This design comes from an exercise in tuning for small area and a short achievable clock period on the open sky130 flow, not from production work. In this exercise RTL edits were held to simulation tests only and were not proved equivalent to the original.

## fpm
module fpm(
    input [32:1] a,
    input [32:1] b,
    input clk,
    input rst,
    input in_valid,
    output [32:1] c,
    output out_valid
    );
reg [2:0] vld;
always @(posedge clk)
    if (!rst)
        vld <= 0;
    else
        vld <= {vld[1:0], in_valid};
assign out_valid = vld[2];
wire one1;
wire two2;
wire neg3;
wire bp4;
wire bp5;
wire bp6;
wire bp7;
wire bp8;
wire bp9;
wire bp10;
wire bp11;
wire bp12;
wire bp13;
wire bp14;
wire bp15;
wire bp16;
wire bp17;
wire bp18;
wire bp19;
wire bp20;
wire bp21;
wire bp22;
wire bp23;
wire bp24;
wire bp25;
wire bp26;
wire bp27;
wire bp28;
wire nn29;
wire one30;
wire two31;
wire neg32;
wire bp33;
wire bp34;
wire bp35;
wire bp36;
wire bp37;
wire bp38;
wire bp39;
wire bp40;
wire bp41;
wire bp42;
wire bp43;
wire bp44;
wire bp45;
wire bp46;
wire bp47;
wire bp48;
wire bp49;
wire bp50;
wire bp51;
wire bp52;
wire bp53;
wire bp54;
wire bp55;
wire bp56;
wire bp57;
wire nn58;
wire one59;
wire two60;
wire neg61;
wire bp62;
wire bp63;
wire bp64;
wire bp65;
wire bp66;
wire bp67;
wire bp68;
wire bp69;
wire bp70;
wire bp71;
wire bp72;
wire bp73;
wire bp74;
wire bp75;
wire bp76;
wire bp77;
wire bp78;
wire bp79;
wire bp80;
wire bp81;
wire bp82;
wire bp83;
wire bp84;
wire bp85;
wire bp86;
wire nn87;
wire one88;
wire two89;
wire neg90;
wire bp91;
wire bp92;
wire bp93;
wire bp94;
wire bp95;
wire bp96;
wire bp97;
wire bp98;
wire bp99;
wire bp100;
wire bp101;
wire bp102;
wire bp103;
wire bp104;
wire bp105;
wire bp106;
wire bp107;
wire bp108;
wire bp109;
wire bp110;
wire bp111;
wire bp112;
wire bp113;
wire bp114;
wire bp115;
wire nn116;
wire one117;
wire two118;
wire neg119;
wire bp120;
wire bp121;
wire bp122;
wire bp123;
wire bp124;
wire bp125;
wire bp126;
wire bp127;
wire bp128;
wire bp129;
wire bp130;
wire bp131;
wire bp132;
wire bp133;
wire bp134;
wire bp135;
wire bp136;
wire bp137;
wire bp138;
wire bp139;
wire bp140;
wire bp141;
wire bp142;
wire bp143;
wire bp144;
wire nn145;
wire one146;
wire two147;
wire neg148;
wire bp149;
wire bp150;
wire bp151;
wire bp152;
wire bp153;
wire bp154;
wire bp155;
wire bp156;
wire bp157;
wire bp158;
wire bp159;
wire bp160;
wire bp161;
wire bp162;
wire bp163;
wire bp164;
wire bp165;
wire bp166;
wire bp167;
  ...
clock: 5.0 ns
lec_check: 0
cap_margin: 50
core_margin: 2
core_utilization: 60
cts_buf_list: sky130_fd_sc_hd__clkbuf_8
cts_cluster_diameter: 50
cts_cluster_size: 18
setup_slack_margin: 2.4
slew_margin: 70
synth_hierarchical: 1
synth_minimum_keep_size: 0
tns_end_percent: 15
standard.sh (not shown) runs the stock make flow with config.mk's settings and CLKGATE_MAP_FILE= SYNTH_SCRIPT=/design/flow/synth_recipe.tcl, a recipe that flattens the netlist after the stock synthesis.
==> flow/flow/run.sh <==
#!/bin/bash
set -euo pipefail
export BUFFER_PORTS_ARGS="-buffer_cell sky130_fd_sc_hd__buf_2"
bash standard.sh > standard.log 2>&1
==> next run, changes <==
- CTS_BUF_LIST: sky130_fd_sc_hd__clkbuf_8 -> unset
- CTS_CLUSTER_DIAMETER: 50 -> unset
- CTS_CLUSTER_SIZE: 18 -> unset
- SETUP_SLACK_MARGIN: 2.4 -> 2.7
- TNS_END_PERCENT: 15 -> 0
Effect:
- design area came out lower slightly
- utilization is lower by 0.85 points
- wire length goes down slightly
- worst hold slack gets better by 0.0067 ns
==> next run, changes <==
- CTS_BUF_LIST: unset -> sky130_fd_sc_hd__clkbuf_8 sky130_fd_sc_hd__clkbuf_16
- CTS_CLUSTER_DIAMETER: unset -> 60
- CTS_CLUSTER_SIZE: unset -> 25
The new run finished with timing, DRC and antenna clean; routed wire length decreases by 2.2%; cell count decreases by 0.82%; core utilization falls by 1.5 points; sequential share of layout area rose by 0.47 points; count of clock-buffer cells in the layout is lower by 9; clock skew stays flat; via count goes down by 1.5%; register-to-register slack got worse by 0.03 ns; global-route usage decreases by 0.52 points; first-iteration DRC count went down by 17%.

-- what the ideal ports hide --
In the flow no input, the clock included, has a driving cell. The finished layouts below were timed again as built, in two steps. Step 1 assumes that a clkbuf_16 drives the clock port and a buf_2 every other input. Step 2, shift: input delay + t, output delay - t, t = (earliest + latest rising clock arrival at the registers) / 2. This alone moves slack from input paths to output paths. a / b / c = ideal ports / drivers / drivers and shift; a / b = the first two.
run	t (ns)	setup slack, ns	worst setup path after step 2	worst slew at a driven data input, ns
the first run	0.688	2.254 / 2.169 / 1.482	input to register	0.19
the second run	0.647	2.220 / 2.143 / 1.496	input to register	0.19
the third run	0.621	2.198 / 2.097 / 1.476	input to register	0.20
After both steps every run listed still meets setup and hold. For the first run, which loses most, drivers alone change the setup slack by -0.085 ns; drivers and shift together by -0.772 ns.
